Source: an optimization exercise on an open RTL-to-GDS flow (aim: small area, a short achievable clock period and few clock cycles per item). Production flows keep margins and buffers that such runs may drop.
RTL that was checked went through simulation tests only; none was proved equivalent to the original.

==> module huffman, before the edit <==
module huffman(clk, reset, gray_valid, gray_data, CNT_valid, CNT1, CNT2, CNT3, CNT4, CNT5, CNT6,
               code_valid, HC1, HC2, HC3, HC4, HC5, HC6, M1, M2, M3, M4, M5, M6);
input clk;
input reset;
input gray_valid;
input [7:0] gray_data;
output reg CNT_valid;
output [7:0] CNT1, CNT2, CNT3, CNT4, CNT5, CNT6;
output reg code_valid;
output [7:0] HC1, HC2, HC3, HC4, HC5, HC6;
output [7:0] M1, M2, M3, M4, M5, M6;
reg        pv;           
reg  [2:0] pd;
reg        run;          
reg  [3:0] tc;           
reg  [7:0] w [0:5];      
reg  [5:0] m [0:5];      
reg  [4:0] r [1:6];      
assign CNT1 = w[5]; assign CNT2 = w[0]; assign CNT3 = w[1];
assign CNT4 = w[2]; assign CNT5 = w[3]; assign CNT6 = w[4];
wire go      = run | CNT_valid;
wire step    = go & (~tc[3] | (tc[2:0] < 3'd5));    
wire combine = (tc > 4'd4) & tc[0] & (tc != 4'd13);
wire [4:0] uns;
assign uns[0] = tc < 4'd4;
assign uns[1] = tc < 4'd3;
assign uns[2] = tc < 4'd2;
assign uns[3] = tc < 4'd1;
assign uns[4] = 1'b0;
function lt8(input [7:0] a, input [7:0] b);   
  reg [7:0] l, g;
  reg [3:0] l1, g1;
  reg [1:0] l2, g2;
  integer j;
  begin
    l = ~a & b;
    g = a & ~b;
    for (j = 0; j < 4; j = j + 1) begin
      l1[j] = l[2*j+1] | ~g[2*j+1] & l[2*j];
      g1[j] = g[2*j+1] | ~l[2*j+1] & g[2*j];
    end
    for (j = 0; j < 2; j = j + 1) begin
      l2[j] = l1[2*j+1] | ~g1[2*j+1] & l1[2*j];
      g2[j] = g1[2*j+1] | ~l1[2*j+1] & g1[2*j];
    end
    lt8 = l2[1] | ~g2[1] & l2[0];
  end
endfunction
wire [5:1] lt;
genvar gi;
generate for (gi = 1; gi < 6; gi = gi + 1) begin : g_lt
  assign lt[gi] = lt8(w[gi], w[0]);
end endgenerate
wire [4:0] c = uns | lt;
wire [7:0] sum = w[0] + w[1];
reg  [7:0] wsel;
always @* begin
  case (pd)
    3'd1: wsel = w[5];
    3'd2: wsel = w[0];
    3'd3: wsel = w[1];
    3'd4: wsel = w[2];
    3'd5: wsel = w[3];
    default: wsel = w[4];
  endcase
end
wire [7:0] winc = wsel + 8'd1;
always @(posedge clk or posedge reset) begin
  if (reset) begin
    pv <= 1'b0; pd <= 3'd0; CNT_valid <= 1'b0; code_valid <= 1'b0;
    run <= 1'b0; tc <= 4'd0;
  end else begin
    pv <= gray_valid & ~run;
    pd <= gray_data[2:0];
    CNT_valid <= pv & ~gray_valid;
    if (CNT_valid) run <= 1'b1;
    if (step) tc <= tc + 4'd1;
    code_valid <= step & (tc == 4'd12);
  end
end
integer i;
always @(posedge clk) begin
  if (reset) begin
    for (i = 0; i < 6; i = i + 1) w[i] <= 8'd0;
  end else if (step) begin
    if (combine) begin
      w[0] <= sum;
      for (i = 1; i < 5; i = i + 1) w[i] <= w[i+1];
      w[5] <= 8'hff;
    end else begin
      for (i = 0; i < 5; i = i + 1)
        if (c[i]) w[i] <= w[i+1];
        else if (i == 0 || c[i-1]) w[i] <= w[0];
      if (c[4]) w[5] <= w[0];
    end
  end else if (pv) begin
    for (i = 0; i < 5; i = i + 1)
      if (pd == i + 2) w[i] <= winc;
    if (pd == 3'd1) w[5] <= winc;
  end
end
always @* m[5] = ~(m[0] | m[1] | m[2] | m[3] | m[4]);
always @(posedge clk or posedge reset) begin
  if (reset) begin
    m[0] <= 6'b000010; m[1] <= 6'b000100; m[2] <= 6'b001000;
    m[3] <= 6'b010000; m[4] <= 6'b100000;
  end else if (step) begin
    if (combine) begin
      m[0] <= m[0] | m[1];
      for (i = 1; i < 5; i = i + 1) m[i] <= m[i+1];
    end else begin
      for (i = 0; i < 5; i = i + 1)
        if (c[i]) m[i] <= m[i+1];
        else if (i == 0 || c[i-1]) m[i] <= m[0];
    end
  end
end
function [4:0] lead(input [4:0] v);    
  lead = {v[4], v[3] & ~v[4], v[2] & ~|v[4:3], v[1] & ~|v[4:2], v[0] & ~|v[4:1]};
endfunction
function [4:0] add_bit(input [4:0] v, input b);   
  reg [4:0] l;
  begin
    l = lead(v);
    add_bit = (v & ~l) | (l & {5{b}}) | {l[3:0], 1'b0};
  end
endfunction
genvar k;
generate for (k = 1; k <= 6; k = k + 1) begin : g_lvl
  wire a = m[0][k-1];
  wire b = m[1][k-1];
  always @(posedge clk or posedge reset) begin
    if (reset) r[k] <= 5'b00001;
    else if (step & combine & (a | b)) r[k] <= add_bit(r[k], a);
  end
end endgenerate
function [7:0] mask_of(input [4:0] v);
  mask_of = {3'b000, |v[4], |v[4:3], |v[4:2], |v[4:1], 1'b1};   
endfunction
function [7:0] code_of(input [4:0] v, input b);
  code_of = {3'b000, v & ({1'b0, |v[4], |v[4:3], |v[4:2], |v[4:1]} | {5{b}})};
endfunction
assign M1 = mask_of(r[1]); assign HC1 = code_of(r[1], m[0][0]);
assign M2 = mask_of(r[2]); assign HC2 = code_of(r[2], m[0][1]);
assign M3 = mask_of(r[3]); assign HC3 = code_of(r[3], m[0][2]);
assign M4 = mask_of(r[4]); assign HC4 = code_of(r[4], m[0][3]);
assign M5 = mask_of(r[5]); assign HC5 = code_of(r[5], m[0][4]);
assign M6 = mask_of(r[6]); assign HC6 = code_of(r[6], m[0][5]);
endmodule
clock: 4.0 ns
lec_check: 0
abc_area: 1
cap_margin: 20
core_margin: 2
core_utilization: 40
setup_slack_margin: 1.5
slew_margin: 20
standard.sh (not shown) runs the stock make flow with config.mk's settings and CLKGATE_MAP_FILE= SYNTH_SCRIPT=/design/flow/synth_recipe.tcl, a recipe that flattens the netlist after the stock synthesis.
==> flow/flow/run.sh <==
#!/bin/bash
# The standard layout (the standard.sh, which runs ORFS with the standard
# synthesis), except that the port buffers are the platform's smallest
# buffer instead of the delay cell buffer_ports picks by default. Every port
# still gets its own buffer. make's full output goes to standard.log here;
# ORFS keeps each step's log under orfs/logs.
set -euo pipefail
bash standard.sh "BUFFER_PORTS_ARGS=-buffer_cell sky130_fd_sc_hd__buf_1" finish > standard.log 2>&1
Testbench counts at the start, summed over its fixed seeds: cycles 22,080, images 192.
Edit:
--- a/flow/design.v
+++ b/flow/design.v
@@ -4,13 +4,12 @@
 input reset;
 input gray_valid;
 input [7:0] gray_data;
-output reg CNT_valid;
+output CNT_valid;
 output [7:0] CNT1, CNT2, CNT3, CNT4, CNT5, CNT6;
 output reg code_valid;
 output [7:0] HC1, HC2, HC3, HC4, HC5, HC6;
 output [7:0] M1, M2, M3, M4, M5, M6;
-reg        pv;           
-reg  [2:0] pd;
+reg        gv1;          
 reg        run;          
 reg  [3:0] tc;           
 reg  [7:0] w [0:5];      
@@ -18,6 +17,7 @@
 reg  [4:0] r [1:6];      
 assign CNT1 = w[5]; assign CNT2 = w[0]; assign CNT3 = w[1];
 assign CNT4 = w[2]; assign CNT5 = w[3]; assign CNT6 = w[4];
+assign CNT_valid = gv1 & ~gray_valid;
 wire go      = run | CNT_valid;
 wire step    = go & (~tc[3] | (tc[2:0] < 3'd5));    
 wire combine = (tc > 4'd4) & tc[0] & (tc != 4'd13);
@@ -55,7 +55,7 @@
 wire [7:0] sum = w[0] + w[1];
 reg  [7:0] wsel;
 always @* begin
-  case (pd)
+  case (gray_data[2:0])
     3'd1: wsel = w[5];
     3'd2: wsel = w[0];
     3'd3: wsel = w[1];
@@ -67,12 +67,10 @@
 wire [7:0] winc = wsel + 8'd1;
 always @(posedge clk or posedge reset) begin
   if (reset) begin
-    pv <= 1'b0; pd <= 3'd0; CNT_valid <= 1'b0; code_valid <= 1'b0;
+    gv1 <= 1'b0; code_valid <= 1'b0;
     run <= 1'b0; tc <= 4'd0;
   end else begin
-    pv <= gray_valid & ~run;
-    pd <= gray_data[2:0];
-    CNT_valid <= pv & ~gray_valid;
+    gv1 <= gray_valid;
     if (CNT_valid) run <= 1'b1;
     if (step) tc <= tc + 4'd1;
     code_valid <= step & (tc == 4'd12);
@@ -93,10 +91,10 @@
         else if (i == 0 || c[i-1]) w[i] <= w[0];
       if (c[4]) w[5] <= w[0];
     end
-  end else if (pv) begin
+  end else if (gray_valid & ~run) begin
     for (i = 0; i < 5; i = i + 1)
-      if (pd == i + 2) w[i] <= winc;
-    if (pd == 3'd1) w[5] <= winc;
+      if (gray_data[2:0] == i + 2) w[i] <= winc;
+    if (gray_data[2:0] == 3'd1) w[5] <= winc;
   end
 end
 always @* m[5] = ~(m[0] | m[1] | m[2] | m[3] | m[4]);
Result:
- count of clock-buffer cells in the layout went up by 1
- fmax goes down by 0.55%
- routed wire length hardly moves
- flip-flop and latch count fell by 4
- cell area falls by about 0.8%
- core utilization increases by 1.2 points
- worst hold slack improved by 62 ps
- global-route usage climbs by 0.33 points
- register-to-register slack hardly moves
The RTL of the second run of this note was laid out without a check of its function.

## port drivers added, routing unchanged
In the flow no input, the clock included, has a driving cell. The finished layouts below were timed again as built, in two steps. Step 1 assumes that a clkbuf_16 drives the clock port and a buf_2 every other input. Step 2 adds t to the input delays and takes it off the output delays; t is the mean of the earliest and latest rising clock arrival at the registers after step 1. Input paths then give back, and output paths get back, about the clock's delay inside the block. a / b / c = ideal / step 1 / step 2; a / b = the first two.
| run | shift t [ns] | setup slack, ns | hold slack, ns | slew at the worst register clock pin (ns) | cell pins on the clock port's net |
|---|---|---|---|---|---|
| the first run | 0.474 | 1.590 / 1.580 / 1.590 | 0.417 / 0.417 / 0.417 | 0.06 / 0.06 | 1 |
| the second run | 0.469 | 1.576 / 1.574 / 1.166 | 0.478 / 0.478 / 0.478 | 0.06 / 0.06 | 1 |
After both steps setup and hold are still met in every run listed. The setup slack of the second run, which loses most, moves by -0.002 ns with the drivers and by -0.410 ns with both steps.
